What follows belongs to an exercise in optimizing a design on an open flow for small area and a short achievable clock period; a production flow would make more cautious choices. Only simulation tests tie the RTL to the original design; equivalence was not proved. Power and IR drop assume default switching activity.

File: flow/config.mk
export PLATFORM = sky130hd
export DESIGN_NAME = enigma_part3
export DESIGN_NICKNAME = enigma_part3
export VERILOG_FILES = /design/flow/design.v
export SDC_FILE = /design/flow/constraint.sdc
export NUM_CORES = 8
export LEC_CHECK = 0
export CAP_MARGIN = 20
export CORE_MARGIN = 2
export CORE_UTILIZATION = 25
export PLACE_DENSITY = 0.35
export SLEW_MARGIN = 20
export TNS_END_PERCENT = 5
File: flow/constraint.sdc
create_clock -name core_clock -period 30.0 [get_ports {clk}]
set_input_delay 6.0000 -clock core_clock [delete_from_list [all_inputs] [get_ports {clk}]]
set_output_delay 6.0000 -clock core_clock [all_outputs]
set_load 0.01 [all_outputs]
File: flow/design.v
module enigma_part3(clk, srst_n, load, encrypt, crypt_mode, table_idx, code_in, code_out, code_valid);
input clk;
input srst_n;
input load;
input encrypt;
input crypt_mode;
input [1:0] table_idx;
input [5:0] code_in;
output [5:0] code_out;
output code_valid;
integer k;
reg idle_q, ready_q;
reg valid_q;
reg cm_q;
reg [5:0] z_q;
reg [1:0] dA_q;
reg [2:0] rB_q;
reg [7:0] bhi_q, blo_q;
reg [5:0] pb [0:31];
reg [5:0] a0 [0:63];
reg [5:0] br [0:63];
wire [5:0] bx [0:63];
wire in_load = ~idle_q & ~ready_q & load;
wire ld_pb = in_load & (table_idx == 2'd0);
wire ld_a  = in_load & (table_idx == 2'd1);
wire ld_b  = in_load & (table_idx == 2'd2);
wire sym   = ready_q & encrypt;
assign code_valid = valid_q;
function [5:0] pbl;
  input [5:0] x;
  reg [31:0] mt;
  reg [5:0] r;
  integer q;
  begin
    for (q = 0; q < 32; q = q + 1) mt[q] = (pb[q] == x);
    r = 6'd0;
    for (q = 0; q < 32; q = q + 1)
      if (mt[q ^ 1]) r = r | pb[q];
    pbl = (|mt) ? r : x;
  end
endfunction
reg [5:0] rotB_b;
always @* begin
  rotB_b = 6'd0;
  for (k = 0; k < 8; k = k + 1) begin
    if (bhi_q[k]) rotB_b[5:3] = rotB_b[5:3] | k[2:0];
    if (blo_q[k]) rotB_b[2:0] = rotB_b[2:0] | k[2:0];
  end
end
reg [5:0] ka;
always @* begin
  ka = 6'd0;
  for (k = 0; k < 64; k = k + 1)
    if (a0[k] == rotB_b) ka = ka | k[5:0];
end
wire [3:0] blo_s = {1'b0, ka[2:0]} + {1'b0, z_q[2:0]};
wire [2:0] bhi_s0 = ka[5:3] + z_q[5:3];
wire [2:0] bhi_s1 = bhi_s0 + 3'd1;
wire [5:0] rotA_b = {blo_s[3] ? bhi_s1 : bhi_s0, blo_s[2:0]};
assign code_out = {6{valid_q}} & pbl(rotA_b);
wire [1:0] d_a = valid_q ? (cm_q ? rotB_b[1:0] : dA_q) : 2'd0;
wire [5:0] y_f = z_q + {4'd0, d_a};
wire [2:0] m_e = valid_q ? (rB_q[2:0] ^ {3{cm_q}}) : 3'd0;
wire [7:0] oh = {8{sym}} & (8'd1 << m_e);
wire hold = ~sym & ~ld_b;
wire [5:0] pbo = pbl(code_in);
wire [5:0] w_f = -y_f;
wire [3:0] alo = {1'b0, pbo[2:0]} + {1'b0, w_f[2:0]};
wire [2:0] ahi0 = pbo[5:3] + w_f[5:3];
wire [2:0] ahi1 = ahi0 + 3'd1;
reg [5:0] ag [0:7];
always @* for (k = 0; k < 8; k = k + 1) ag[k] = a0[{k[2:0], alo[2:0]}];
wire [5:0] rotA_o = alo[3] ? ag[ahi1] : ag[ahi0];
reg [5:0] bm1 [0:7];
always @* for (k = 0; k < 8; k = k + 1) bm1[k] = bx[{k[2:0], rotA_o[2:0]}];
wire [5:0] rotB_o = bm1[rotA_o[5:3]];
reg [7:0] bhi, blo;
always @* begin
  bhi = 8'd0; blo = 8'd0;
  for (k = 0; k < 64; k = k + 1) if (bx[k] == ~rotB_o) begin
    bhi[k >> 3] = 1'b1;
    blo[k & 7] = 1'b1;
  end
end
assign bx[0] = ({6{oh[0]|oh[5]}} & br[20]) | ({6{oh[1]|oh[6]}} & br[21]) | ({6{oh[2]}} & br[22]) | ({6{oh[3]}} & br[17]) | ({6{oh[4]}} & br[16]) | ({6{oh[7]}} & br[19]) | ({6{hold}} & br[0]) | ({6{ld_b}} & br[63]);
assign bx[1] = ({6{oh[0]}} & br[50]) | ({6{oh[1]|oh[6]}} & br[51]) | ({6{oh[2]}} & br[48]) | ({6{oh[3]|oh[7]}} & br[53]) | ({6{oh[4]}} & br[54]) | ({6{oh[5]}} & br[55]) | ({6{hold}} & br[1]) | ({6{ld_b}} & br[46]);
assign bx[2] = ({6{oh[0]|oh[3]}} & br[8]) | ({6{oh[1]}} & br[9]) | ({6{oh[2]}} & br[10]) | ({6{oh[4]}} & br[12]) | ({6{oh[5]}} & br[13]) | ({6{oh[6]}} & br[14]) | ({6{oh[7]}} & br[15]) | ({6{hold}} & br[2]) | ({6{ld_b}} & br[62]);
assign bx[3] = ({6{oh[0]|oh[5]}} & br[36]) | ({6{oh[1]|oh[6]}} & br[37]) | ({6{oh[2]}} & br[38]) | ({6{oh[3]}} & br[33]) | ({6{oh[4]}} & br[32]) | ({6{oh[7]}} & br[35]) | ({6{hold}} & br[3]) | ({6{ld_b}} & br[9]);
assign bx[4] = ({6{oh[0]|oh[3]}} & br[48]) | ({6{oh[1]}} & br[49]) | ({6{oh[2]}} & br[50]) | ({6{oh[4]}} & br[52]) | ({6{oh[5]}} & br[53]) | ({6{oh[6]}} & br[54]) | ({6{oh[7]}} & br[55]) | ({6{hold}} & br[4]) | ({6{ld_b}} & br[1]);
assign bx[5] = ({6{oh[0]}} & br[26]) | ({6{oh[1]|oh[6]}} & br[27]) | ({6{oh[2]}} & br[24]) | ({6{oh[3]|oh[7]}} & br[29]) | ({6{oh[4]}} & br[30]) | ({6{oh[5]}} & br[31]) | ({6{hold}} & br[5]) | ({6{ld_b}} & br[47]);
assign bx[6] = ({6{oh[0]|oh[3]}} & br[55]) | ({6{oh[1]}} & br[54]) | ({6{oh[2]}} & br[53]) | ({6{oh[4]}} & br[51]) | ({6{oh[5]}} & br[50]) | ({6{oh[6]}} & br[49]) | ({6{oh[7]}} & br[48]) | ({6{hold}} & br[6]) | ({6{ld_b}} & br[61]);
assign bx[7] = ({6{oh[0]}} & br[13]) | ({6{oh[1]|oh[6]}} & br[12]) | ({6{oh[2]}} & br[15]) | ({6{oh[3]|oh[7]}} & br[10]) | ({6{oh[4]}} & br[9]) | ({6{oh[5]}} & br[8]) | ({6{hold}} & br[7]) | ({6{ld_b}} & br[5]);
assign bx[8] = ({6{oh[0]|oh[5]}} & br[44]) | ({6{oh[1]|oh[6]}} & br[45]) | ({6{oh[2]}} & br[46]) | ({6{oh[3]}} & br[41]) | ({6{oh[4]}} & br[40]) | ({6{oh[7]}} & br[43]) | ({6{hold}} & br[8]) | ({6{ld_b}} & br[36]);
assign bx[9] = ({6{oh[0]|oh[5]}} & br[43]) | ({6{oh[1]|oh[6]}} & br[42]) | ({6{oh[2]}} & br[41]) | ({6{oh[3]}} & br[46]) | ({6{oh[4]}} & br[47]) | ({6{oh[7]}} & br[44]) | ({6{hold}} & br[9]) | ({6{ld_b}} & br[35]);
assign bx[10] = ({6{oh[0]|hold}} & br[10]) | ({6{oh[1]|oh[6]}} & br[11]) | ({6{oh[2]}} & br[8]) | ({6{oh[3]|oh[7]}} & br[13]) | ({6{oh[4]}} & br[14]) | ({6{oh[5]}} & br[15]) | ({6{ld_b}} & br[52]);
assign bx[11] = ({6{oh[0]|oh[5]}} & br[52]) | ({6{oh[1]|oh[6]}} & br[53]) | ({6{oh[2]}} & br[54]) | ({6{oh[3]}} & br[49]) | ({6{oh[4]}} & br[48]) | ({6{oh[7]}} & br[51]) | ({6{hold}} & br[11]) | ({6{ld_b}} & br[38]);
assign bx[12] = ({6{oh[0]}} & br[54]) | ({6{oh[1]}} & br[55]) | ({6{oh[2]}} & br[52]) | ({6{oh[3]}} & br[51]) | ({6{oh[4]}} & br[50]) | ({6{oh[5]|oh[7]}} & br[49]) | ({6{oh[6]}} & br[48]) | ({6{hold}} & br[12]) | ({6{ld_b}} & br[27]);
assign bx[13] = ({6{oh[0]}} & br[25]) | ({6{oh[1]}} & br[24]) | ({6{oh[2]}} & br[27]) | ({6{oh[3]}} & br[28]) | ({6{oh[4]}} & br[29]) | ({6{oh[5]|oh[7]}} & br[30]) | ({6{oh[6]}} & br[31]) | ({6{hold}} & br[13]) | ({6{ld_b}} & br[44]);
assign bx[14] = ({6{oh[0]}} & br[41]) | ({6{oh[1]|ld_b}} & br[40]) | ({6{oh[2]}} & br[43]) | ({6{oh[3]}} & br[44]) | ({6{oh[4]}} & br[45]) | ({6{oh[5]|oh[7]}} & br[46]) | ({6{oh[6]}} & br[47]) | ({6{hold}} & br[14]);
assign bx[15] = ({6{oh[0]|oh[3]}} & br[0]) | ({6{oh[1]}} & br[1]) | ({6{oh[2]}} & br[2]) | ({6{oh[4]}} & br[4]) | ({6{oh[5]}} & br[5]) | ({6{oh[6]}} & br[6]) | ({6{oh[7]}} & br[7]) | ({6{hold}} & br[15]) | ({6{ld_b}} & br[22]);
assign bx[16] = ({6{oh[0]|oh[3]}} & br[63]) | ({6{oh[1]}} & br[62]) | ({6{oh[2]}} & br[61]) | ({6{oh[4]}} & br[59]) | ({6{oh[5]}} & br[58]) | ({6{oh[6]}} & br[57]) | ({6{oh[7]}} & br[56]) | ({6{hold}} & br[16]) | ({6{ld_b}} & br[34]);
assign bx[17] = ({6{oh[0]|oh[3]}} & br[16]) | ({6{oh[1]|hold}} & br[17]) | ({6{oh[2]}} & br[18]) | ({6{oh[4]}} & br[20]) | ({6{oh[5]}} & br[21]) | ({6{oh[6]}} & br[22]) | ({6{oh[7]}} & br[23]) | ({6{ld_b}} & br[11]);
assign bx[18] = ({6{oh[0]}} & br[34]) | ({6{oh[1]|oh[6]}} & br[35]) | ({6{oh[2]}} & br[32]) | ({6{oh[3]|oh[7]}} & br[37]) | ({6{oh[4]}} & br[38]) | ({6{oh[5]}} & br[39]) | ({6{hold}} & br[18]) | ({6{ld_b}} & br[60]);
assign bx[19] = ({6{oh[0]}} & br[6]) | ({6{oh[1]}} & br[7]) | ({6{oh[2]}} & br[4]) | ({6{oh[3]}} & br[3]) | ({6{oh[4]}} & br[2]) | ({6{oh[5]|oh[7]}} & br[1]) | ({6{oh[6]}} & br[0]) | ({6{hold}} & br[19]) | ({6{ld_b}} & br[45]);
assign bx[20] = ({6{oh[0]}} & br[61]) | ({6{oh[1]|oh[6]}} & br[60]) | ({6{oh[2]}} & br[63]) | ({6{oh[3]|oh[7]}} & br[58]) | ({6{oh[4]}} & br[57]) | ({6{oh[5]}} & br[56]) | ({6{hold}} & br[20]) | ({6{ld_b}} & br[50]);
assign bx[21] = ({6{oh[0]}} & br[30]) | ({6{oh[1]}} & br[31]) | ({6{oh[2]}} & br[28]) | ({6{oh[3]}} & br[27]) | ({6{oh[4]}} & br[26]) | ({6{oh[5]|oh[7]}} & br[25]) | ({6{oh[6]}} & br[24]) | ({6{hold}} & br[21]) | ({6{ld_b}} & br[19]);
assign bx[22] = ({6{oh[0]|oh[3]}} & br[7]) | ({6{oh[1]}} & br[6]) | ({6{oh[2]}} & br[5]) | ({6{oh[4]}} & br[3]) | ({6{oh[5]}} & br[2]) | ({6{oh[6]}} & br[1]) | ({6{oh[7]}} & br[0]) | ({6{hold}} & br[22]) | ({6{ld_b}} & br[53]);
assign bx[23] = ({6{oh[0]}} & br[5]) | ({6{oh[1]|oh[6]}} & br[4]) | ({6{oh[2]}} & br[7]) | ({6{oh[3]|oh[7]}} & br[2]) | ({6{oh[4]}} & br[1]) | ({6{oh[5]}} & br[0]) | ({6{hold}} & br[23]) | ({6{ld_b}} & br[58]);
assign bx[24] = ({6{oh[0]|oh[3]}} & br[47]) | ({6{oh[1]}} & br[46]) | ({6{oh[2]}} & br[45]) | ({6{oh[4]}} & br[43]) | ({6{oh[5]}} & br[42]) | ({6{oh[6]}} & br[41]) | ({6{oh[7]}} & br[40]) | ({6{hold}} & br[24]) | ({6{ld_b}} & br[39]);
assign bx[25] = ({6{oh[0]}} & br[17]) | ({6{oh[1]}} & br[16]) | ({6{oh[2]}} & br[19]) | ({6{oh[3]}} & br[20]) | ({6{oh[4]}} & br[21]) | ({6{oh[5]|oh[7]}} & br[22]) | ({6{oh[6]}} & br[23]) | ({6{hold}} & br[25]) | ({6{ld_b}} & br[41]);
assign bx[26] = ({6{oh[0]|oh[5]}} & br[11]) | ({6{oh[1]|oh[6]}} & br[10]) | ({6{oh[2]}} & br[9]) | ({6{oh[3]}} & br[14]) | ({6{oh[4]}} & br[15]) | ({6{oh[7]}} & br[12]) | ({6{hold}} & br[26]) | ({6{ld_b}} & br[55]);
assign bx[27] = ({6{oh[0]}} & br[38]) | ({6{oh[1]}} & br[39]) | ({6{oh[2]}} & br[36]) | ({6{oh[3]}} & br[35]) | ({6{oh[4]}} & br[34]) | ({6{oh[5]|oh[7]}} & br[33]) | ({6{oh[6]}} & br[32]) | ({6{hold}} & br[27]) | ({6{ld_b}} & br[3]);
assign bx[28] = ({6{oh[0]|oh[5]}} & br[12]) | ({6{oh[1]|oh[6]}} & br[13]) | ({6{oh[2]}} & br[14]) | ({6{oh[3]}} & br[9]) | ({6{oh[4]}} & br[8]) | ({6{oh[7]}} & br[11]) | ({6{hold}} & br[28]) | ({6{ld_b}} & br[31]);
assign bx[29] = ({6{oh[0]|oh[5]}} & br[27]) | ({6{oh[1]|oh[6]}} & br[26]) | ({6{oh[2]}} & br[25]) | ({6{oh[3]}} & br[30]) | ({6{oh[4]}} & br[31]) | ({6{oh[7]}} & br[28]) | ({6{hold}} & br[29]) | ({6{ld_b}} & br[33]);
assign bx[30] = ({6{oh[0]|oh[5]}} & br[3]) | ({6{oh[1]|oh[6]}} & br[2]) | ({6{oh[2]}} & br[1]) | ({6{oh[3]}} & br[6]) | ({6{oh[4]|ld_b}} & br[7]) | ({6{oh[7]}} & br[4]) | ({6{hold}} & br[30]);
assign bx[31] = ({6{oh[0]}} & br[9]) | ({6{oh[1]}} & br[8]) | ({6{oh[2]}} & br[11]) | ({6{oh[3]}} & br[12]) | ({6{oh[4]}} & br[13]) | ({6{oh[5]|oh[7]}} & br[14]) | ({6{oh[6]}} & br[15]) | ({6{hold}} & br[31]) | ({6{ld_b}} & br[23]);
assign bx[32] = ({6{oh[0]|oh[5]}} & br[35]) | ({6{oh[1]|oh[6]}} & br[34]) | ({6{oh[2]}} & br[33]) | ({6{oh[3]}} & br[38]) | ({6{oh[4]}} & br[39]) | ({6{oh[7]}} & br[36]) | ({6{hold}} & br[32]) | ({6{ld_b}} & br[57]);
assign bx[33] = ({6{oh[0]}} & br[14]) | ({6{oh[1]}} & br[15]) | ({6{oh[2]}} & br[12]) | ({6{oh[3]}} & br[11]) | ({6{oh[4]}} & br[10]) | ({6{oh[5]|oh[7]}} & br[9]) | ({6{oh[6]}} & br[8]) | ({6{hold}} & br[33]) | ({6{ld_b}} & br[51]);
assign bx[34] = ({6{oh[0]|oh[3]}} & br[40]) | ({6{oh[1]}} & br[41]) | ({6{oh[2]}} & br[42]) | ({6{oh[4]}} & br[44]) | ({6{oh[5]}} & br[45]) | ({6{oh[6]}} & br[46]) | ({6{oh[7]}} & br[47]) | ({6{hold}} & br[34]) | ({6{ld_b}} & br[6]);
assign bx[35] = ({6{oh[0]|oh[3]}} & br[56]) | ({6{oh[1]}} & br[57]) | ({6{oh[2]}} & br[58]) | ({6{oh[4]}} & br[60]) | ({6{oh[5]}} & br[61]) | ({6{oh[6]}} & br[62]) | ({6{oh[7]}} & br[63]) | ({6{hold}} & br[35]) | ({6{ld_b}} & br[14]);
assign bx[36] = ({6{oh[0]|oh[3]}} & br[32]) | ({6{oh[1]}} & br[33]) | ({6{oh[2]}} & br[34]) | ({6{oh[4]|hold}} & br[36]) | ({6{oh[5]}} & br[37]) | ({6{oh[6]}} & br[38]) | ({6{oh[7]}} & br[39]) | ({6{ld_b}} & br[48]);
assign bx[37] = ({6{oh[0]}} & br[57]) | ({6{oh[1]}} & br[56]) | ({6{oh[2]|ld_b}} & br[59]) | ({6{oh[3]}} & br[60]) | ({6{oh[4]}} & br[61]) | ({6{oh[5]|oh[7]}} & br[62]) | ({6{oh[6]}} & br[63]) | ({6{hold}} & br[37]);
assign bx[38] = ({6{oh[0]}} & br[49]) | ({6{oh[1]}} & br[48]) | ({6{oh[2]}} & br[51]) | ({6{oh[3]}} & br[52]) | ({6{oh[4]}} & br[53]) | ({6{oh[5]|oh[7]}} & br[54]) | ({6{oh[6]}} & br[55]) | ({6{hold}} & br[38]) | ({6{ld_b}} & br[12]);
assign bx[39] = ({6{oh[0]}} & br[21]) | ({6{oh[1]|oh[6]}} & br[20]) | ({6{oh[2]}} & br[23]) | ({6{oh[3]|oh[7]}} & br[18]) | ({6{oh[4]}} & br[17]) | ({6{oh[5]}} & br[16]) | ({6{hold}} & br[39]) | ({6{ld_b}} & br[37]);
assign bx[40] = ({6{oh[0]|oh[5]}} & br[19]) | ({6{oh[1]|oh[6]}} & br[18]) | ({6{oh[2]}} & br[17]) | ({6{oh[3]}} & br[22]) | ({6{oh[4]}} & br[23]) | ({6{oh[7]}} & br[20]) | ({6{hold}} & br[40]) | ({6{ld_b}} & br[56]);
assign bx[41] = ({6{oh[0]}} & br[45]) | ({6{oh[1]|oh[6]}} & br[44]) | ({6{oh[2]}} & br[47]) | ({6{oh[3]|oh[7]}} & br[42]) | ({6{oh[4]|hold}} & br[41]) | ({6{oh[5]}} & br[40]) | ({6{ld_b}} & br[0]);
assign bx[42] = ({6{oh[0]}} & br[18]) | ({6{oh[1]|oh[6]}} & br[19]) | ({6{oh[2]}} & br[16]) | ({6{oh[3]|oh[7]}} & br[21]) | ({6{oh[4]}} & br[22]) | ({6{oh[5]}} & br[23]) | ({6{hold}} & br[42]) | ({6{ld_b}} & br[24]);
assign bx[43] = ({6{oh[0]|oh[5]}} & br[60]) | ({6{oh[1]|oh[6]}} & br[61]) | ({6{oh[2]}} & br[62]) | ({6{oh[3]}} & br[57]) | ({6{oh[4]}} & br[56]) | ({6{oh[7]}} & br[59]) | ({6{hold}} & br[43]) | ({6{ld_b}} & br[10]);
assign bx[44] = ({6{oh[0]|oh[3]}} & br[15]) | ({6{oh[1]}} & br[14]) | ({6{oh[2]}} & br[13]) | ({6{oh[4]}} & br[11]) | ({6{oh[5]}} & br[10]) | ({6{oh[6]}} & br[9]) | ({6{oh[7]}} & br[8]) | ({6{hold}} & br[44]) | ({6{ld_b}} & br[43]);
assign bx[45] = ({6{oh[0]}} & br[22]) | ({6{oh[1]}} & br[23]) | ({6{oh[2]}} & br[20]) | ({6{oh[3]}} & br[19]) | ({6{oh[4]|ld_b}} & br[18]) | ({6{oh[5]|oh[7]}} & br[17]) | ({6{oh[6]}} & br[16]) | ({6{hold}} & br[45]);
assign bx[46] = ({6{oh[0]}} & br[53]) | ({6{oh[1]|oh[6]}} & br[52]) | ({6{oh[2]}} & br[55]) | ({6{oh[3]|oh[7]}} & br[50]) | ({6{oh[4]}} & br[49]) | ({6{oh[5]}} & br[48]) | ({6{hold}} & br[46]) | ({6{ld_b}} & br[2]);
assign bx[47] = ({6{oh[0]|oh[5]}} & br[4]) | ({6{oh[1]|oh[6]}} & br[5]) | ({6{oh[2]}} & br[6]) | ({6{oh[3]}} & br[1]) | ({6{oh[4]}} & br[0]) | ({6{oh[7]}} & br[3]) | ({6{hold}} & br[47]) | ({6{ld_b}} & br[17]);
assign bx[48] = ({6{oh[0]}} & br[1]) | ({6{oh[1]}} & br[0]) | ({6{oh[2]}} & br[3]) | ({6{oh[3]}} & br[4]) | ({6{oh[4]}} & br[5]) | ({6{oh[5]|oh[7]}} & br[6]) | ({6{oh[6]}} & br[7]) | ({6{hold}} & br[48]) | ({6{ld_b}} & br[26]);
assign bx[49] = ({6{oh[0]}} & br[46]) | ({6{oh[1]}} & br[47]) | ({6{oh[2]}} & br[44]) | ({6{oh[3]}} & br[43]) | ({6{oh[4]}} & br[42]) | ({6{oh[5]|oh[7]}} & br[41]) | ({6{oh[6]}} & br[40]) | ({6{hold}} & br[49]) | ({6{ld_b}} & br[21]);
assign bx[50] = ({6{oh[0]}} & br[2]) | ({6{oh[1]|oh[6]}} & br[3]) | ({6{oh[2]}} & br[0]) | ({6{oh[3]|oh[7]}} & br[5]) | ({6{oh[4]}} & br[6]) | ({6{oh[5]}} & br[7]) | ({6{hold}} & br[50]) | ({6{ld_b}} & br[8]);
assign bx[51] = ({6{oh[0]}} & br[62]) | ({6{oh[1]}} & br[63]) | ({6{oh[2]}} & br[60]) | ({6{oh[3]}} & br[59]) | ({6{oh[4]}} & br[58]) | ({6{oh[5]|oh[7]}} & br[57]) | ({6{oh[6]}} & br[56]) | ({6{hold}} & br[51]) | ({6{ld_b}} & br[42]);
assign bx[52] = ({6{oh[0]|oh[5]}} & br[28]) | ({6{oh[1]|oh[6]}} & br[29]) | ({6{oh[2]}} & br[30]) | ({6{oh[3]}} & br[25]) | ({6{oh[4]}} & br[24]) | ({6{oh[7]}} & br[27]) | ({6{hold}} & br[52]) | ({6{ld_b}} & br[54]);
assign bx[53] = ({6{oh[0]|oh[3]}} & br[31]) | ({6{oh[1]}} & br[30]) | ({6{oh[2]}} & br[29]) | ({6{oh[4]}} & br[27]) | ({6{oh[5]}} & br[26]) | ({6{oh[6]}} & br[25]) | ({6{oh[7]}} & br[24]) | ({6{hold}} & br[53]) | ({6{ld_b}} & br[4]);
assign bx[54] = ({6{oh[0]|oh[3]}} & br[23]) | ({6{oh[1]}} & br[22]) | ({6{oh[2]}} & br[21]) | ({6{oh[4]}} & br[19]) | ({6{oh[5]}} & br[18]) | ({6{oh[6]}} & br[17]) | ({6{oh[7]}} & br[16]) | ({6{hold}} & br[54]) | ({6{ld_b}} & br[25]);
assign bx[55] = ({6{oh[0]}} & br[58]) | ({6{oh[1]|oh[6]}} & br[59]) | ({6{oh[2]}} & br[56]) | ({6{oh[3]|oh[7]}} & br[61]) | ({6{oh[4]}} & br[62]) | ({6{oh[5]}} & br[63]) | ({6{hold}} & br[55]) | ({6{ld_b}} & br[13]);
assign bx[56] = ({6{oh[0]}} & br[29]) | ({6{oh[1]|oh[6]}} & br[28]) | ({6{oh[2]}} & br[31]) | ({6{oh[3]|oh[7]}} & br[26]) | ({6{oh[4]}} & br[25]) | ({6{oh[5]}} & br[24]) | ({6{hold}} & br[56]) | ({6{ld_b}} & br[32]);
assign bx[57] = ({6{oh[0]}} & br[33]) | ({6{oh[1]}} & br[32]) | ({6{oh[2]}} & br[35]) | ({6{oh[3]}} & br[36]) | ({6{oh[4]}} & br[37]) | ({6{oh[5]|oh[7]}} & br[38]) | ({6{oh[6]}} & br[39]) | ({6{hold}} & br[57]) | ({6{ld_b}} & br[49]);
assign bx[58] = ({6{oh[0]|oh[5]}} & br[51]) | ({6{oh[1]|oh[6]}} & br[50]) | ({6{oh[2]}} & br[49]) | ({6{oh[3]}} & br[54]) | ({6{oh[4]}} & br[55]) | ({6{oh[7]}} & br[52]) | ({6{hold}} & br[58]) | ({6{ld_b}} & br[29]);
assign bx[59] = ({6{oh[0]}} & br[42]) | ({6{oh[1]|oh[6]}} & br[43]) | ({6{oh[2]}} & br[40]) | ({6{oh[3]|oh[7]}} & br[45]) | ({6{oh[4]}} & br[46]) | ({6{oh[5]}} & br[47]) | ({6{hold}} & br[59]) | ({6{ld_b}} & code_in);
assign bx[60] = ({6{oh[0]|oh[3]}} & br[24]) | ({6{oh[1]}} & br[25]) | ({6{oh[2]}} & br[26]) | ({6{oh[4]}} & br[28]) | ({6{oh[5]}} & br[29]) | ({6{oh[6]}} & br[30]) | ({6{oh[7]}} & br[31]) | ({6{hold}} & br[60]) | ({6{ld_b}} & br[15]);
assign bx[61] = ({6{oh[0]|oh[3]}} & br[39]) | ({6{oh[1]}} & br[38]) | ({6{oh[2]}} & br[37]) | ({6{oh[4]}} & br[35]) | ({6{oh[5]}} & br[34]) | ({6{oh[6]}} & br[33]) | ({6{oh[7]}} & br[32]) | ({6{hold}} & br[61]) | ({6{ld_b}} & br[30]);
assign bx[62] = ({6{oh[0]}} & br[37]) | ({6{oh[1]|oh[6]}} & br[36]) | ({6{oh[2]}} & br[39]) | ({6{oh[3]|oh[7]}} & br[34]) | ({6{oh[4]}} & br[33]) | ({6{oh[5]}} & br[32]) | ({6{hold}} & br[62]) | ({6{ld_b}} & br[28]);
assign bx[63] = ({6{oh[0]|oh[5]}} & br[59]) | ({6{oh[1]|oh[6]}} & br[58]) | ({6{oh[2]}} & br[57]) | ({6{oh[3]}} & br[62]) | ({6{oh[4]|hold}} & br[63]) | ({6{oh[7]}} & br[60]) | ({6{ld_b}} & br[16]);
always @(posedge clk) begin
  if (~srst_n) begin
    idle_q <= 1'b1;
    ready_q <= 1'b0;
    valid_q <= 1'b0;
  end else begin
    idle_q <= 1'b0;
    if (~idle_q & ~load) ready_q <= 1'b1;
    if (sym) valid_q <= 1'b1;
  end
end
always @(posedge clk) begin
  z_q <= ld_a ? 6'd0 : (sym ? y_f : z_q) + 6'd1;
  if (sym) begin
    cm_q <= crypt_mode;
    dA_q <= rotA_o[1:0];
    rB_q <= rotB_o[2:0];
    bhi_q <= bhi;
    blo_q <= blo;
  end
end
always @(posedge clk) begin
  if (ld_pb) begin
    for (k = 0; k < 31; k = k + 1) pb[k] <= pb[k + 1];
    pb[31] <= code_in;
  end
  for (k = 0; k < 63; k = k + 1) a0[k] <= a0[k + 1];
  a0[63] <= ld_a ? code_in : a0[0];
  for (k = 0; k < 64; k = k + 1) br[k] <= bx[k];
end
endmodule
File: flow/flow/run.sh
#!/bin/bash
# Layout through the standard.sh. Synthesis is the standard flow's script with abc run on
# flow/yos.abc (yosys's default mapping script) instead of ORFS's speed script;
# ports buffered with buf_4; clock tree without dummy loads; timing repair is asked for a setup margin so
# the long paths get sized up.
cd "$(dirname "$0")/.."
export MY_ABC_SCRIPT=$PWD/flow/yos.abc
bash standard.sh SYNTH_SCRIPT=$PWD/flow/my_synth.tcl synth > synth.log 2>&1
bash standard.sh SETUP_SLACK_MARGIN=16.5 "BUFFER_PORTS_ARGS=-inputs -outputs -buffer_cell sky130_fd_sc_hd__buf_4" "CTS_ARGS=-sink_clustering_enable -repair_clock_nets -dont_use_dummy_load -buf_list sky130_fd_sc_hd__clkbuf_4" finish > standard.log 2>&1
File: flow/flow/my_synth.tcl
# The standard flow's synthesis script (synth_recipe.tcl), with abc run on the script named in MY_ABC_SCRIPT.
proc synth {args} { yosys synth -nofsm -noshare {*}$args }

proc abc {args} {
  set i [lsearch -exact $args -script]
  if {$i >= 0 && [info exists ::env(MY_ABC_SCRIPT)] && $::env(MY_ABC_SCRIPT) ne ""} {
    set args [lreplace $args [expr {$i + 1}] [expr {$i + 1}] $::env(MY_ABC_SCRIPT)]
  }
  if {[info exists ::env(MY_ABC_DONT_USE)]} {
    foreach c $::env(MY_ABC_DONT_USE) { lappend args -dont_use $c }
  }
  puts "abc (own script): $args"
  yosys abc {*}$args
}
source $::env(SCRIPTS_DIR)/synth.tcl
# left out here: clear keep_hierarchy, flatten, clean up, hide names made inside functions, write 1_2_yosys.v
File: flow/flow/yos.abc
strash
&get -n
&fraig -x
&put
scorr
dc2
dretime
strash
&get -n
&dch -f
&nf
&put
buffer
upsize
dnsize
stime -p
File: flow/standard.sh
#!/bin/bash
# synth_recipe.tcl (not shown) runs the flow's synth.tcl, then flattens the netlist and writes it again
# the make line also repeats each setting of config.mk as NAME=value (left out here)
make -C /OpenROAD-flow-scripts/flow DESIGN_CONFIG=/design/flow/config.mk WORK_HOME=/design/flow/orfs CLKGATE_MAP_FILE= SYNTH_SCRIPT=/design/flow/synth_recipe.tcl "${@:-finish}"
==> results.yml, run 1 <==
placement:
  place.gp.congestion: 1.04
  place_hpwl_mm: 273
  placed_cells: 9239
  dp_slack_ns: 11.41
  numPortBuffers: 19
global_route:
  grt_pass1_wl_mm: 556
  grt_max_degree: 148
  antenna_found_initial: 32
  overflow: 0
  grtUsageTotal_pct: 31.7
  grt_pass1_vias: 62900
setup_path:
  rrSetupSlack_ns: 19.89
  startpoint: "blo_q[6]$_SDFFCE_PP1P_"
  crit_type: "flip-flop to output pin"
  reg2reg_from: "blo_q[7]$_SDFFCE_PP1P_"
  cp.arrival_ns: 8.27
  required_ns: 24.00
  cp-end-kind: "output pin"
  start_kind: "flip-flop"
  worstPathMaxFanout: 7
power:
  leakage_nw: 24.1
  power_per_cell_area_nw_per_um2: 127
  vdd.ir_drop.worst_uv: 175
  p_total_mw: 9.07
layout:
  finalNonFillerCells: 9834
  multiInputGateArea_um2: 36900
  syn_to_final_growth_pct: 18.5
  drive_above_1_share_pct: 16.8
  seq_area_um2: 21900
  n_fill_cell: 25200
  nNetsFinal: 6654
sta:
  max_freq_mhz: 70.1
  holdWs_ns: 0.294
  slew_violations: 0
  max-slew-margin-rel_pct: 25.6
  hold_viol_final: 0
  setup_viol: 0
  min_period_ns: 14.27
  skew_ns: 0.154
  fin_crit_sh_pct: 47.6
  fin_setup_tns_ns: 0
  rsz0062_at_grt: "true"
  layout_setup_ws_ns: 15.73
  tightest_slew_ns: 1.12
die:
  die_w_um: 494
  die_area_um2: 244000
  fp.dieH_um: 494
  core-area_um2: 240000
  boundaryPins: 20
  start_util_pct: 25.1
  rows: 180
cts:
  tritoncts: "done"
  htreeDepth: 5
  clk_pin_slew_worst_paths_ns: 0.06
  cts.path.max_buffers: 4
  cts_root_buffer: "clkbuf_4"
  cts.sinks: 989
  cts_buffers: 321
  clock_latency_ns: 1.40
synthesis:
  ys.flop_type: "dfxtp_1"
  yosys_warnings: 6
  syn_inst: 6593
  synth-edff-count: 212
  syn_area_per_cell_um2: 9.12
  synthArstFlopShare_pct: 0
  synth-seq-cells: 989
  yosysSeqAreaShare_pct: 36.5
  synth_area_leader_cell: "dfxtp_1"
  synth_cell_type_count: 82
  netlist_area_um2: 60100
  synthesis.nets: 6626
  netlist_top_cells_area: "dfxtp_1, a222oi_1, edfxtp_1"
  yosysTopAreaCellShare_pct: 25.9
  synth.most_common_cell: "a222oi_1"
  synthTopCellsByCount: "a222oi_1, dfxtp_1, nand2_1, xnor2_1, clkbuf_1"
routing:
  vias_per_cell: 6.94
  post_drt_wl_per_cell_um: 42.0
  drt_iter0_markers: 16800
  finalWirelength_mm: 413
  drc: 0
  dr_total_vias: 68200
  drt-pass1-iter-count: 15
  antenna_left: 0
status:
  status: "timing/DRC/antenna clean"
flow_run:
  max_cap_viol_count: 0
worst_hold_path:
  hold_class: "flip-flop to flip-flop"
  hp-start: "a0[63][2]$_DFF_P_"
==> sequential cells by signal, summed over array words and instances (netlist names), 2 cells and up <==
register  count
a0          384
bhi_q         7
blo_q         7
br          384
dA_q          2
pb          192
rB_q          3
z_q           6
==> power by group <==
group	internal [mW]	switching (mW)	total, mW
combinational	2.10	4.30	6.40
clock	0.483	0.620	1.10
sequential	1.41	0.152	1.57
==> logic make-up after synthesis <==
logic type	synth area share (%)
AND/OR/NAND/NOR	13.4
XOR/XNOR	11.6
adder cells (fa/ha/maj)	0.479
AO/OA/AOI/OAI	32.1
buffers and inverters	5.84
flip-flops	36.5
multiplexers	0.0354
==> critical path: stages, from the launching register on <==
cell and delay [ns]:
edfxtp_1 0.52, buf_6 0.18, nor4_4 0.18, buf_4 0.19, clkbuf_16 0.17, buf_4 0.19, buf_12 0.13, xnor2_1 0.11
nor4_1 0.09, nand2_1 0.24, nand4_1 0.25, nor3_2 0.35, nand4_1 0.46, ha_4 0.42, a21oi_4 0.26, nand2b_4 0.21
xnor2_4 0.10, xnor2_4 0.24, buf_12 0.21, buf_4 0.15, xnor2_2 0.12, nor3_4 0.13, a222oi_1 0.51, nand2_1 0.27
a221oi_2 0.30, nand4_1 0.29, o311a_1 0.45, buf_6 0.13
==> per-stage QoR <==
stage               utilization [%]  area, µm²
floorplan                         -      60200
global placement               26.4      63300
detailed placement             26.4      63300
CTS                            28.8      69100
global route                   29.7      71200
finish                         29.7      71200
==> layout make-up <==
| cell class | instances | share of cell area (%) |
|---|---|---|
| diodes | 30 | 0.105 |
| repair buffers | 464 | 7.72 |
| multi-input cells | 4745 | 51.8 |
| clock buffers | 321 | 3.38 |
| well taps | 3185 | 5.59 |
| inverters | 100 | 0.595 |
| flip-flops and latches | 989 | 30.8 |
==> what timing repair did <==
action                                  CTS  global route
resized for setup                       351           161
gates cloned                             30            16
setup buffers                            91           107
hold buffers                              0             0
pin swaps                                70            77
endpoints found under the setup margin   23            22
==> cells in the final DEF (no fill, tap or decap), types with 66 or more instances in the layout <==
master    synthesis  routed
a222oi_1        981     981
dfxtp_1         777     777
nand2_1         597     584
xnor2_1         552     533
a22oi_1         389     389
nand3_1         368     357
clkbuf_4          0     321
buf_4            20     315
a21oi_1         265     247
xor2_1          246     230
edfxtp_1        212     212
nand4_1         114     114
a221oi_1        116     103
nor4_1          128      91
inv_1            93      89
nor3_1          109      84
a22o_1           77      77
o21ai_0          79      72
o22ai_1          81      72
buf_12            0      66
==> layer usage <==
metal / up-vias / track usage (%) / wire (µm)
met4: 16 / 9.55 / 13900
li1: 27200 / - / -
met1: 34800 / 45.3 / 176000
met2: 5427 / 46.3 / 174000
met3: 797 / 8.16 / 48800
met5: - / 0 / 106
==> path summary, 6_finish.rpt <==
check,endpoint,cells after the start
hold / removal,a0[62][2]$_DFF_P_,0
setup / recovery,code_out[5],27
setup reg to reg,blo_q[4]$_SDFFCE_PP1P_,37
hold reg to reg,a0[62][2]$_DFF_P_,0
==> inputs of run 2 (changes only) <==
==> flow/flow/run.sh (replaced) <==
#!/bin/bash
# Layout through the standard.sh. Synthesis is the standard flow's script with abc run on
# flow/yos.abc (yosys's default mapping script) instead of ORFS's speed script,
# and with adders left to abc rather than mapped to full-adder cells;
# ports buffered with buf_4; clock tree without dummy loads; timing repair is asked for a setup margin so
# the long paths get sized up.
cd "$(dirname "$0")/.."
export MY_ABC_SCRIPT=$PWD/flow/yos.abc
bash standard.sh SYNTH_SCRIPT=$PWD/flow/my_synth.tcl ADDER_MAP_FILE= synth > synth.log 2>&1
bash standard.sh SETUP_SLACK_MARGIN=16.5 "BUFFER_PORTS_ARGS=-inputs -outputs -buffer_cell sky130_fd_sc_hd__buf_4" "CTS_ARGS=-sink_clustering_enable -repair_clock_nets -dont_use_dummy_load -buf_list sky130_fd_sc_hd__clkbuf_4" finish > standard.log 2>&1
==> run 2 against run 1 <==
First-iteration DRC count fell by 4.3%. Worst setup slack improved by 0.18 ns. Routed wire length rose by 2.0%. Via count rose by 1.2%. Clock power barely moved. Register-to-register slack improved by 0.15 ns. Cell count rose by 2.9%. Die area rose by 1.6%. Global-route usage rose by 0.35 points. Count of clock-buffer cells in the layout rose by 7. Power rose by 11%. Largest cell class unchanged.
==> results.yml, run 2 <==
synthesis:
  ys.flop_type: "dfxtp_1"
  synth_mux_area_share_pct: 0
  synth-compound-area-share_pct: 31.4
  yosysTopAreaCellShare_pct: 25.5
  synthArstFlopShare_pct: 0
  synth-seq-cells: 989
  synth-adder-area-share_pct: 0.0389
  synth.most_common_cell: "a222oi_1"
  yosysSeqAreaShare_pct: 35.9
  syn_inst: 6916
  syn_area_per_cell_um2: 8.83
  synth-edff-count: 212
  synthXorXnorAreaFrac_pct: 10.7
  synth_area_leader_cell: "dfxtp_1"
  synth_top_family_by_area: "compound AO/OA/AOI/OAI gates"
  synth_cell_type_count: 93
  synthTopCellsByCount: "a222oi_1, dfxtp_1, nand2_1, clkbuf_1, xnor2_1"
  yosys_warnings: 6
  netlist_top_cells_area: "dfxtp_1, a222oi_1, edfxtp_1"
  synth-simple-area-share_pct: 15.4
  netlist_area_um2: 61100
  synthesis.nets: 6929
layout:
  reg_top3: "a0 (384), br (384), pb (192)"
  drive_above_1_share_pct: 15.3
  nNetsFinal: 6920
  final_cell_mix: "a222oi_1, dfxtp_1, nand2_1"
  final_common_cell: "a222oi_1"
  syn_to_final_growth_pct: 16.3
  utilization_pct: 29.2
die:
  boundaryPins: 20
  start_util_pct: 25.1
  core-area_um2: 243000
  die_area_um2: 248000
  fp.dieH_um: 498
  rows: 181
  die_w_um: 498
sta:
  fin_setup_tns_ns: 0
  hold_viol_final: 0
  rsz0062_at_grt: "true"
  fin_crit_sh_pct: 47.0
  max-slew-margin-rel_pct: 20.3
  layout_setup_ws_ns: 15.91
  setup_viol: 0
  min_period_ns: 14.09
  max_freq_mhz: 71.0
  tightest_slew_ns: 1.19
  slew_violations: 0
  skew_ns: 0.207
setup_path:
  path_common_cell: "buf_4"
  required_ns: 31.04
  crit_type: "input port to flip-flop"
  rrSetupSlack_ns: 20.04
  max_stage_delay_ns: 0.54
  regToRegEndpoint: "bhi_q[2]$_SDFFCE_PP1P_"
  start_kind: "input port"
  reg2reg_from: "blo_q[5]$_SDFFCE_PP1P_"
  slowest_stage: "or4_4"
  cp.arrival_ns: 15.12
  reg2reg_depth: 32
  cp-end-kind: "flip-flop"
  worstPathMaxFanout: 68
routing:
  dr_wl_met3_mm: 41.1
  wl_met2_mm: 190
  dr_total_vias: 69100
  vias_per_cell: 6.82
  drt-pass1-iter-count: 15
  post_drt_wl_per_cell_um: 41.6
  drt-met1-wl_mm: 166
  finalWirelength_mm: 422
  highest_layer: "met5"
  antenna_left: 0
  drt_iter0_markers: 16100
  drc: 0
placement:
  numPortBuffers: 19
  place.gp.congestion: 0.967
  dp_slack_ns: 11.59
  place_hpwl_mm: 274
flow_run:
  max_cap_viol_count: 0
cts:
  cts_buffers: 328
  tritoncts: "done"
  cts.sinks: 989
  cts_hold_buf: 0
  clock_latency_ns: 1.43
  cts.path.max_buffers: 4
  htreeDepth: 5
  cts_root_buffer: "clkbuf_4"
  clk_pin_slew_worst_paths_ns: 0.06
worst_hold_path:
  hold_class: "flip-flop to flip-flop"
  hp-start: "a0[11][1]$_DFF_P_"
  hold_depth: 0
  whs_endpoint: "a0[10][1]$_DFF_P_"
power:
  vdd.ir_drop.worst_uv: 191
  power_per_cell_area_nw_per_um2: 142
  leakage_nw: 24.5
  p_total_mw: 10.1
global_route:
  grt_pass1_wl_mm: 572
  grtUsageTotal_pct: 32.1
  overflow: 0
  grt_pass1_vias: 65000
  grt_max_degree: 133
  antenna_found_initial: 26
status:
  status: "timing/DRC/antenna clean"
run 2: metal layers:
layer,up-vias,track usage (%)
met3,1025,6.62
met2,5179,50.8
met4,16,15.6
li1,28000,-
met1,34900,41.4
met5,-,0
run 2: layout make-up:
cell class	count	area [µm²]
repair buffers	463	4990
diodes	17	42.5
clock buffers	328	2460
multi-input cells	4960	37000
well taps	3202	4010
flip-flops and latches	989	21900
fillers	25700	172000
inverters	165	654
run 2: logic make-up (layout without fill, tap and decap cells):
family	Yosys count	count (layout)
AO/OA/AOI/OAI	2356	2359
other	0	17
flip-flops	989	989
buffers and inverters	976	956
XOR/XNOR	741	741
adder cells (fa/ha/maj)	2	2
AND/OR/NAND/NOR	1852	1858
run 2: through the flow:
stage	instances	cell area, µm²	hold WS [ns]
global placement	9536	64100	0.335
detailed placement	9538	64100	0.336
CTS	10000	69400	0.245
global route	10100	71000	0.269
finish	10100	71000	0.252
floorplan	6916	61100	0.331
run 2: how the worst max path moves through the flow:
stage | from | endpoint | slack (ns) | cells after the start
3_5_place_dp | code_in[1] | bhi_q[2]$_SDFFCE_PP1P_ | 11.59 | 30
2_1_floorplan | code_in[1] | blo_q[3]$_SDFFCE_PP1P_ | 16.41 | 35
3_3_place_gp | code_in[4] | bhi_q[2]$_SDFFCE_PP1P_ | 11.74 | 30
5_1_grt | bhi_q[7]$_SDFFCE_PP1P_ | code_out[5] | 15.92 | 27
4_1_cts | bhi_q[6]$_SDFFCE_PP1P_ | code_out[4] | 15.92 | 28
6_report | code_in[4] | bhi_q[2]$_SDFFCE_PP1P_ | 15.91 | 34
run 2: report_power, final:
group          switching, mW  internal (mW)
logic                   5.07           2.33
clock network          0.618          0.493
registers              0.158           1.42
run 2: critical path: cells and delay by family:
family	cells	cell delay, ns
compound gates	8	2.51
xor+xnor	1	0.30
buf+inv	11	2.23
fa+ha+maj	1	0.42
simple gates	13	3.49
run 2: timing repair:
| item | in CTS | in global routing |
|---|---|---|
| setup endpoints to repair | 23 | 22 |
| resized for setup | 254 | 152 |
| gates cloned | 35 | 10 |
| setup buffers | 111 | 85 |
| pin swaps | 60 | 61 |
==> inputs of run 3 (changes only) <==
--- a/flow/flow/run.sh
+++ b/flow/flow/run.sh
@@ -9,2 +9,2 @@
 bash standard.sh SYNTH_SCRIPT=$PWD/flow/my_synth.tcl ADDER_MAP_FILE= synth > synth.log 2>&1
-bash standard.sh SETUP_SLACK_MARGIN=16.5 "BUFFER_PORTS_ARGS=-inputs -outputs -buffer_cell sky130_fd_sc_hd__buf_4" "CTS_ARGS=-sink_clustering_enable -repair_clock_nets -dont_use_dummy_load -buf_list sky130_fd_sc_hd__clkbuf_4" finish > standard.log 2>&1
+bash standard.sh SETUP_SLACK_MARGIN=15.8 "BUFFER_PORTS_ARGS=-inputs -outputs -buffer_cell sky130_fd_sc_hd__buf_4" "CTS_ARGS=-sink_clustering_enable -repair_clock_nets -dont_use_dummy_load -buf_list sky130_fd_sc_hd__clkbuf_4" finish > standard.log 2>&1
--- a/flow/config.mk
+++ b/flow/config.mk
@@ -12,2 +12,2 @@
 export SLEW_MARGIN = 20
-export TNS_END_PERCENT = 5
+export TNS_END_PERCENT = 25
==> run 3 against run 2 <==
Non-clock buffer count is 95 lower. Area after synthesis did not move. Via count shrank 1.3%. Fmax shrank 1.0%. First-iteration DRC count shrank 3.1%. Clock skew down 0.033 ns. Global-route usage decreased by 0.76 points. Final area fell by 2.0%. Critical path depth down 1. Die area did not move. Worst setup slack worse by 0.15 ns. Sequential power hardly changed.
==> results.yml, run 3 <==
power:
  p_clk_share_pct: 11.2
  leakage_nw: 23.8
  p_total_mw: 9.86
  comb_power_share_pct: 72.8
  swShare_pct: 57.9
  power_per_cell_area_nw_per_um2: 142
  p_int_mw: 4.16
  vdd.ir_drop.worst_uv: 233
  sequentialPowerShare_pct: 16.0
  power_switching_mw: 5.71
synthesis:
  synth_area_leader_cell: "dfxtp_1"
  yosys_warnings: 6
  synthTopCellsByCount: "a222oi_1, dfxtp_1, nand2_1, clkbuf_1, xnor2_1"
  ys.flop_type: "dfxtp_1"
  syn_inst: 6916
  netlist_area_um2: 61100
  synth-seq-cells: 989
  yosysSeqAreaShare_pct: 35.9
  synth_cell_type_count: 93
  synthArstFlopShare_pct: 0
  yosysTopAreaCellShare_pct: 25.5
  synth.most_common_cell: "a222oi_1"
  synth-edff-count: 212
  synthesis.nets: 6929
  syn_area_per_cell_um2: 8.83
  netlist_top_cells_area: "dfxtp_1, a222oi_1, edfxtp_1"
global_route:
  grt_pass1_vias: 63900
  grtUsageTotal_pct: 31.3
  grt_max_degree: 129
  overflow: 0
  antenna_found_initial: 22
  grt_pass1_wl_mm: 561
setup_path:
  required_ns: 31.19
  crit_buf_inv: 10
  cp.arrival_ns: 15.42
  start_kind: "input port"
  slowest_stage: "nor4_1"
  cp-end-kind: "flip-flop"
  crit_type: "input port to flip-flop"
  worstPathMaxFanout: 68
  path_common_cell: "buf_4"
  cp_top_family: "simple AND/OR/NAND/NOR gates"
  max_stage_delay_ns: 0.73
die:
  core-area_um2: 243000
  fp.dieH_um: 498
  rows: 181
  die_w_um: 498
  boundaryPins: 20
  start_util_pct: 25.1
  die_area_um2: 248000
placement:
  placed_cells: 9545
  numPortBuffers: 19
  place.gp.congestion: 0.952
  placed_area_um2: 64200
  place_hpwl_mm: 274
sta:
  fin_crit_sh_pct: 47.5
  min_period_ns: 14.24
  rsz0062_at_grt: "true"
  max_freq_mhz: 70.2
  hold_viol_final: 0
  fin_setup_tns_ns: 0
  setup_viol: 0
  max-slew-margin-rel_pct: 23.2
  skew_ns: 0.174
  slew_violations: 0
  tightest_slew_ns: 1.15
cts:
  cts_hold_buf: 0
  cts_root_buffer: "clkbuf_4"
  htreeDepth: 5
  clock_latency_ns: 1.40
  tritoncts: "done"
  cts.sinks: 989
  clk_pin_slew_worst_paths_ns: 0.06
  cts_buffers: 324
  cts.path.max_buffers: 4
layout:
  finalNonFillerCells: 10000
  reg_top3: "a0 (384), br (384), pb (192)"
  syn_to_final_growth_pct: 14.0
  nNetsFinal: 6815
  final_cell_mix: "a222oi_1, dfxtp_1, nand2_1"
  final_common_cell: "a222oi_1"
  final_cell_area_um2: 69600
  drive_above_1_share_pct: 13.3
  utilization_pct: 28.7
status:
  status: "timing/DRC/antenna clean"
worst_hold_path:
  hold_class: "flip-flop to flip-flop"
routing:
  drc: 0
  antenna_left: 0
  dr_total_vias: 68200
  post_drt_wl_per_cell_um: 41.2
  drt-pass1-iter-count: 17
  drt_iter0_markers: 15600
  finalWirelength_mm: 413
  vias_per_cell: 6.81
flow_run:
  max_cap_viol_count: 0
## run 3: cell counts after synthesis
Identical to the previous run, type by type.
## run 3: layout make-up
class,count,area [µm²]
multi-input cells,4954,36600
diodes,16,40.0
inverters,165,641
clock buffers,324,2430
flip-flops and latches,989,21900
repair buffers,368,4030
fillers,25800,173000
well taps,3202,4010
## run 3: repair_timing
action                                 in CTS  in global routing
buffers inserted                           52                 49
gates cloned                               22                 10
gates resized for setup                   224                 94
pin swaps                                  31                 44
endpoints found under the hold margin       0                  0
setup endpoints to repair                  23                 20
## run 3: routing by layer
metal,track usage [%],part of all wire (%),up-vias
met1,40.4,40,34400
met4,14.0,5.5,10
met2,50.8,46,5020
li1,-,-,27800
met5,0,0.016,-
met3,5.46,9.1,975
## run 3: stage by stage
| stage | setup WS [ns] | hold WS (ns) |
|---|---|---|
| after floorplan | 15.94 | 0.331 |
| after global placement | 12.06 | 0.337 |
| after detailed placement | 11.97 | 0.336 |
| after CTS | 15.79 | 0.257 |
| after global routing | 15.73 | 0.281 |
| final | 15.76 | 0.293 |
## run 3: worst paths after layout
check	from	endpoint	slack, ns	cells past startpoint
worst max-delay path	code_in[4]	bhi_q[3]$_SDFFCE_PP1P_	15.76	33
worst min-delay path	a0[2][1]$_DFF_P_	a0[1][1]$_DFF_P_	0.29	0
worst max register to register	blo_q[3]$_SDFFCE_PP1P_	bhi_q[3]$_SDFFCE_PP1P_	19.91	32
worst min register to register	a0[2][1]$_DFF_P_	a0[1][1]$_DFF_P_	0.29	0
## run 3: power groups by stage
stage / Clock [mW] / Combinational (mW) / Sequential (mW)
finish: 1.10 / 7.18 / 1.58
global route: 1.19 / 7.31 / 1.58
CTS: 1.13 / 6.66 / 1.57
detailed placement: 0 / 6.06 / 1.59
global placement: 0 / 6.11 / 1.60
floorplan: 0 / 3.73 / 1.49
## run 3: kinds of logic (layout without fill, tap and decap cells)
kind of cell	after synthesis	in the layout	share of synthesized area, %
other	0	16	0
and+or+nand+nor	1852	1854	15.4
adders and majority gates	2	2	0.0389
DFF	989	989	35.9
buffers and inverters	976	857	6.53
AOI/OAI and AO/OA	2356	2357	31.4
xor gates and xnor gates	741	741	10.7
==> inputs of run 4 (changes only) <==
--- a/flow/config.mk
+++ b/flow/config.mk
@@ -12,2 +12,2 @@
 export SLEW_MARGIN = 20
-export TNS_END_PERCENT = 25
+export TNS_END_PERCENT = 5
==> run 4 against run 3 <==
Hold slack worse by 0.0061 ns. Final area about the same. Combinational power down 1%. Cell count about the same. Sequential power about the same. Critical path type unchanged. Critical endpoint is now blo_q[7]$_SDFFCE_PP1P_.
==> results.yml, run 4 <==
synthesis:
  yosysSeqAreaShare_pct: 35.9
  synth-seq-cells: 989
  netlist_top_cells_area: "dfxtp_1, a222oi_1, edfxtp_1"
  synthXorXnorAreaFrac_pct: 10.7
  synth_area_leader_cell: "dfxtp_1"
  synth-compound-area-share_pct: 31.4
  yosysTopAreaCellShare_pct: 25.5
  synth.most_common_cell: "a222oi_1"
  synth-simple-area-share_pct: 15.4
  synth-adder-area-share_pct: 0.0389
  yosys_warnings: 6
  synthTopCellsByCount: "a222oi_1, dfxtp_1, nand2_1, clkbuf_1, xnor2_1"
  synth_cell_type_count: 93
  netlist_area_um2: 61100
  synthArstFlopShare_pct: 0
  synth-edff-count: 212
  synth_mux_area_share_pct: 0
  synthesis.nets: 6929
  synth_top_family_by_area: "compound AO/OA/AOI/OAI gates"
  ys.flop_type: "dfxtp_1"
  syn_inst: 6916
  syn_area_per_cell_um2: 8.83
setup_path:
  start_kind: "input port"
  slowest_stage: "nor4_1"
  max_stage_delay_ns: 0.70
  worstPathMaxFanout: 70
  crit_type: "input port to flip-flop"
  cp-end-kind: "flip-flop"
  required_ns: 31.15
  reg2reg_from: "blo_q[3]$_SDFFCE_PP1P_"
  regToRegEndpoint: "bhi_q[3]$_SDFFCE_PP1P_"
  rrSetupSlack_ns: 19.80
  reg2reg_depth: 32
  cp.arrival_ns: 15.32
  startpoint: "code_in[4]"
cts:
  clk_pin_slew_worst_paths_ns: 0.07
  cts.path.max_buffers: 4
  clock_latency_ns: 1.45
  cts_root_buffer: "clkbuf_4"
  cts_hold_buf: 0
  tritoncts: "done"
  cts_buffers: 324
  cts.sinks: 989
  htreeDepth: 5
flow_run:
  max_cap_viol_count: 0
placement:
  dp_slack_ns: 11.97
  placed_cells: 9545
  numPortBuffers: 19
  place_hpwl_mm: 274
  place.gp.congestion: 0.952
  placed_area_um2: 64200
power:
  p_total_mw: 9.78
  power_switching_mw: 5.67
  comb_power_share_pct: 72.6
  sequentialPowerShare_pct: 16.1
  p_int_mw: 4.12
  swShare_pct: 57.9
  power_per_cell_area_nw_per_um2: 141
  vdd.ir_drop.worst_uv: 235
  p_clk_share_pct: 11.3
  leakage_nw: 23.8
global_route:
  grt_pass1_wl_mm: 561
  grtUsageTotal_pct: 31.3
  antenna_found_initial: 22
  overflow: 0
  grt_max_degree: 129
  grt_pass1_vias: 63900
die:
  rows: 181
  boundaryPins: 20
  die_w_um: 498
  fp.dieH_um: 498
  start_util_pct: 25.1
  core-area_um2: 243000
  die_area_um2: 248000
layout:
  reg_top3: "a0 (384), br (384), pb (192)"
  nNetsFinal: 6811
  utilization_pct: 28.6
  n_fill_cell: 25800
  final_cell_mix: "a222oi_1, dfxtp_1, nand2_1"
  final_cell_area_um2: 69600
  final_common_cell: "a222oi_1"
  drive_above_1_share_pct: 13.3
  finalNonFillerCells: 10000
  syn_to_final_growth_pct: 13.9
sta:
  max-slew-margin-rel_pct: 21.8
  layout_setup_ws_ns: 15.83
  slew_violations: 0
  skew_ns: 0.173
  max_freq_mhz: 70.6
  rsz0062_at_grt: "true"
  min_period_ns: 14.17
  tightest_slew_ns: 1.17
  fin_crit_sh_pct: 47.2
  holdWs_ns: 0.287
  fin_setup_tns_ns: 0
  setup_viol: 0
  hold_viol_final: 0
routing:
  antenna_left: 0
  drt_iter0_markers: 15800
  drt-pass1-iter-count: 15
  dr_total_vias: 68300
  drc: 0
  vias_per_cell: 6.81
  post_drt_wl_per_cell_um: 41.1
  finalWirelength_mm: 412
status:
  status: "timing/DRC/antenna clean"
worst_hold_path:
  whs_endpoint: "a0[1][1]$_DFF_P_"
  hp-start: "a0[2][1]$_DFF_P_"
  hold_depth: 0
  hold_class: "flip-flop to flip-flop"
[run 4: cell counts after synthesis]
Identical to the previous run, type by type.
[run 4: kinds of logic (layout without fill, tap and decap cells)]
family / after synthesis / in the layout
fa+ha+maj: 2 / 2
other cells: 0 / 27
compound gates: 2356 / 2357
xor+xnor: 741 / 741
buf+inv: 976 / 853
simple gates: 1852 / 1854
flops: 989 / 989
[run 4: final cells by class]
type                    count  area, µm²  share of cell area (%)
diodes                     27       67.6                  0.0971
clock buffers             324       2430                    3.49
inverters                 165        641                   0.920
multi-input cells        4954      36600                    52.5
flip-flops and latches    989      21900                    31.5
well taps                3202       4010                    5.76
repair buffers            364       3990                    5.72
[run 4: power groups by stage]
stage | registers [mW] | clock network (mW) | logic [mW]
after floorplan | 1.49 | 0 | 3.73
after global placement | 1.60 | 0 | 6.11
after detailed placement | 1.59 | 0 | 6.06
after CTS | 1.57 | 1.13 | 6.66
after global routing | 1.58 | 1.19 | 7.23
final | 1.58 | 1.10 | 7.10
[run 4: how the worst max path moves through the flow]
| stage | to | depth (start not counted) |
|---|---|---|
| detailed placement | bhi_q[2]$_SDFFCE_PP1P_ | 31 |
| global route | bhi_q[2]$_SDFFCE_PP1P_ | 34 |
| global placement | bhi_q[2]$_SDFFCE_PP1P_ | 29 |
| floorplan | pb[0][0]$_DFFE_PP_ | 2 |
| CTS | code_out[3] | 33 |
| finish | blo_q[7]$_SDFFCE_PP1P_ | 32 |
[run 4: critical path, delay by kind of cell]
| family | cells | cell delay (ns) |
|---|---|---|
| fa+ha+maj | 1 | 0.35 |
| compound gates | 9 | 2.17 |
| xor+xnor | 1 | 0.19 |
| simple gates | 13 | 4.08 |
| buf+inv | 8 | 2.29 |
[run 4: repair_timing]
action | in CTS | in global routing
pin swaps | 31 | 40
setup buffers | 52 | 46
gates resized for setup | 224 | 94
cloned | 22 | 9
endpoints found under the setup margin | 23 | 20
[run 4: layer usage]
| metal | routed length [µm] | track usage [%] |
|---|---|---|
| met5 | 83 | 0 |
| met4 | 22500 | 14.0 |
| met3 | 37000 | 5.46 |
| met2 | 188000 | 50.8 |
| met1 | 164000 | 40.4 |
==> inputs of run 5 (changes only) <==
--- a/flow/flow/run.sh
+++ b/flow/flow/run.sh
@@ -8,2 +8,4 @@
 export MY_ABC_SCRIPT=$PWD/flow/yos.abc
+# the weakest sizes of the slow OR gates kept out of the mapping
+export MY_ABC_DONT_USE="sky130_fd_sc_hd__or4_1 sky130_fd_sc_hd__or4b_1 sky130_fd_sc_hd__or3_1 sky130_fd_sc_hd__or3b_1 sky130_fd_sc_hd__a2111oi_0"
 bash standard.sh SYNTH_SCRIPT=$PWD/flow/my_synth.tcl ADDER_MAP_FILE= synth > synth.log 2>&1
==> run 5 against run 4 <==
Still clean on timing, DRC and antenna. Global-route usage is 0.85 points lower. Flip-flop and latch count unchanged. Routed wire length decreased by 2.9%. Via count decreased by 0.55%. Die area grew 1.1%. Critical endpoint is now bhi_q[1]$_SDFFCE_PP1P_. Largest cell class unchanged.
==> results.yml, run 5 <==
power:
  power_per_cell_area_nw_per_um2: 143
  vdd.ir_drop.worst_uv: 334
  leakage_nw: 23.4
sta:
  slew_violations: 0
  fin_crit_sh_pct: 47.9
  max-slew-margin-rel_pct: 29.1
  max_freq_mhz: 69.6
  setup_viol: 0
  hold_viol_final: 0
  tightest_slew_ns: 1.06
  skew_ns: 0.155
  fin_setup_tns_ns: 0
  min_period_ns: 14.37
  rsz0062_at_grt: "true"
  holdWs_ns: 0.297
cts:
  htreeDepth: 5
  clk_pin_slew_worst_paths_ns: 0.07
  cts.path.max_buffers: 4
  cts.sinks: 989
  cts_root_buffer: "clkbuf_4"
  cts_buffers: 329
  tritoncts: "done"
  clock_latency_ns: 1.40
synthesis:
  synth-edff-count: 212
  syn_area_per_cell_um2: 8.88
  synth_area_leader_cell: "dfxtp_1"
  synthesis.nets: 6967
  yosysTopAreaCellShare_pct: 25.2
  synth-seq-cells: 989
  yosys_warnings: 6
  yosysSeqAreaShare_pct: 35.5
  synth.most_common_cell: "a222oi_1"
  synth_cell_type_count: 100
  ys.flop_type: "dfxtp_1"
  synthArstFlopShare_pct: 0
  netlist_top_cells_area: "dfxtp_1, a222oi_1, edfxtp_1"
  syn_inst: 6954
  synthTopCellsByCount: "a222oi_1, dfxtp_1, nand2_1, clkbuf_1, xnor2_1"
  netlist_area_um2: 61800
routing:
  dr_total_vias: 67900
  drc: 0
  post_drt_wl_per_cell_um: 39.9
  vias_per_cell: 6.77
  drt-pass1-iter-count: 17
  drt_iter0_markers: 15100
  antenna_left: 0
  finalWirelength_mm: 400
global_route:
  grt_max_degree: 117
  grtUsageTotal_pct: 30.4
  overflow: 0
  grt_pass1_wl_mm: 554
  grt_pass1_vias: 64300
  antenna_found_initial: 14
setup_path:
  path_common_cell: "buf_4"
  worstPathMaxFanout: 59
  required_ns: 31.14
  cp-end-kind: "flip-flop"
  crit_type: "input port to flip-flop"
  max_stage_delay_ns: 0.74
  regToRegEndpoint: "bhi_q[1]$_SDFFCE_PP1P_"
  cp-endpoint: "bhi_q[1]$_SDFFCE_PP1P_"
  startpoint: "code_in[5]"
  cp.arrival_ns: 15.51
  reg2reg_from: "valid_q$_SDFFE_PN0P_"
  start_kind: "input port"
  slowest_stage: "nor4b_2"
  reg2reg_depth: 31
  rrSetupSlack_ns: 20.33
layout:
  finalNonFillerCells: 10000
  final_cell_area_um2: 69500
  n_fill_cell: 26100
  nNetsFinal: 6805
  reg_top3: "a0 (384), br (384), pb (192)"
  syn_to_final_growth_pct: 12.5
  drive_above_1_share_pct: 12.6
  utilization_pct: 28.3
  final_cell_mix: "a222oi_1, dfxtp_1, nand2_1"
  final_common_cell: "a222oi_1"
die:
  start_util_pct: 25.1
  rows: 182
  fp.dieH_um: 501
  die_w_um: 501
  boundaryPins: 20
  core-area_um2: 246000
  die_area_um2: 251000
worst_hold_path:
  hold_class: "flip-flop to flip-flop"
placement:
  place_hpwl_mm: 268
  placed_cells: 9576
  placed_area_um2: 64500
  numPortBuffers: 19
  place.gp.congestion: 1.03
status:
  status: "timing/DRC/antenna clean"
flow_run:
  max_cap_viol_count: 0
==> run 5: power breakdown <==
group,total [mW],leakage (nW),internal [mW],switching (mW)
combinational,7.27,13.7,2.17,5.10
clock,1.11,1.51,0.494,0.619
sequential,1.57,8.21,1.42,0.154
==> run 5: cell type report <==
type | count | area (µm²) | share of cell area (%)
clock buffer | 329 | 2470 | 3.55
inverter | 167 | 639 | 0.920
antenna | 15 | 37.5 | 0.0540
timing repair buffer | 315 | 3460 | 4.98
sequential | 989 | 21900 | 31.5
tap | 3220 | 4030 | 5.80
multi-input combinational | 4990 | 36900 | 53.1
==> run 5: layer usage <==
| metal | global-route usage [%] | up-vias | share of wire [%] |
|---|---|---|---|
| li1 | - | 27800 | - |
| met1 | 40.6 | 34300 | 41 |
| met2 | 47.0 | 4886 | 44 |
| met3 | 5.74 | 897 | 9.1 |
| met4 | 14.7 | 4 | 5.5 |
| met5 | 0 | - | 0.0057 |
==> run 5: critical path: cells and delay by family <==
family	cells	cell delay, ns
adders and majority gates	1	0.41
and+or+nand+nor	12	3.64
buffers and inverters	8	2.38
xor gates and xnor gates	2	0.31
AOI/OAI and AO/OA	8	2.61
==> run 5: what timing repair did <==
action	in CTS	in global routing
endpoints found under the setup margin	23	20
buffers inserted	71	9
gates cloned	24	1
gates resized for setup	170	51
pin swaps	34	16
hold buffers	0	0
==> run 5: worst min-delay path by stage <==
stage                            startpoint           endpoint  cells past startpoint
after floorplan           a0[15][0]$_DFF_P_  a0[14][0]$_DFF_P_                      0
after global placement    a0[45][3]$_DFF_P_  a0[44][3]$_DFF_P_                      0
after CTS                 a0[34][4]$_DFF_P_  a0[33][4]$_DFF_P_                      0
final                     a0[34][5]$_DFF_P_  a0[33][5]$_DFF_P_                      0
after detailed placement  a0[36][3]$_DFF_P_  a0[35][3]$_DFF_P_                      0
after global routing      a0[34][4]$_DFF_P_  a0[33][4]$_DFF_P_                      0
==> run 5: logic make-up after synthesis <==
logic type | Yosys count | synth area share (%)
flip-flops | 989 | 35.5
XOR/XNOR | 745 | 10.7
buffers and inverters | 980 | 6.64
AND/OR/NAND/NOR | 1895 | 16.1
adder cells (fa/ha/maj) | 2 | 0.0344
AO/OA/AOI/OAI | 2343 | 31.0
==> run 5: through the flow <==
step,total power [mW],worst slack [ns]
2_1_floorplan,5.36,15.94
3_3_place_gp,7.88,12.47
3_5_place_dp,7.86,12.43
4_1_cts,9.71,15.78
5_1_grt,10.1,15.70
6_report,9.95,15.63

==> separate check: timing with driven ports <==
The results above use ideal ports. As a check the final layouts listed here were re-extracted and re-timed, cells and wires unchanged.
Step 1, drivers: a clkbuf_16 drives clk and a buf_2 each remaining input, both assumed.
Step 2 adds t to the input delays and takes it off the output delays; t is the mean of the earliest and latest rising clock arrival at the registers after step 1. Input paths then give back, and output paths get back, about the clock's delay inside the block.
a / b / c = ideal ports / drivers / drivers and shift; a / b = the first two.
| run | t (ns) | setup slack, ns | latest minus earliest clock arrival (ns) |
|---|---|---|---|
| run 1 | 1.425 | 15.732 / 15.652 / 14.339 | 0.202 / 0.202 |
| run 2 | 1.423 | 15.910 / 15.890 / 14.474 | 0.216 / 0.216 |
| run 3 | 1.402 | 15.764 / 15.790 / 14.388 | 0.181 / 0.180 |
| run 4 | 1.446 | 15.831 / 15.770 / 14.410 | 0.176 / 0.176 |
| run 5 | 1.400 | 15.630 / 15.692 / 14.292 | 0.189 / 0.188 |
After both steps setup and hold are still met in every run listed. For run 2, which loses most, drivers alone change the setup slack by -0.020 ns; drivers and shift together by -1.436 ns.
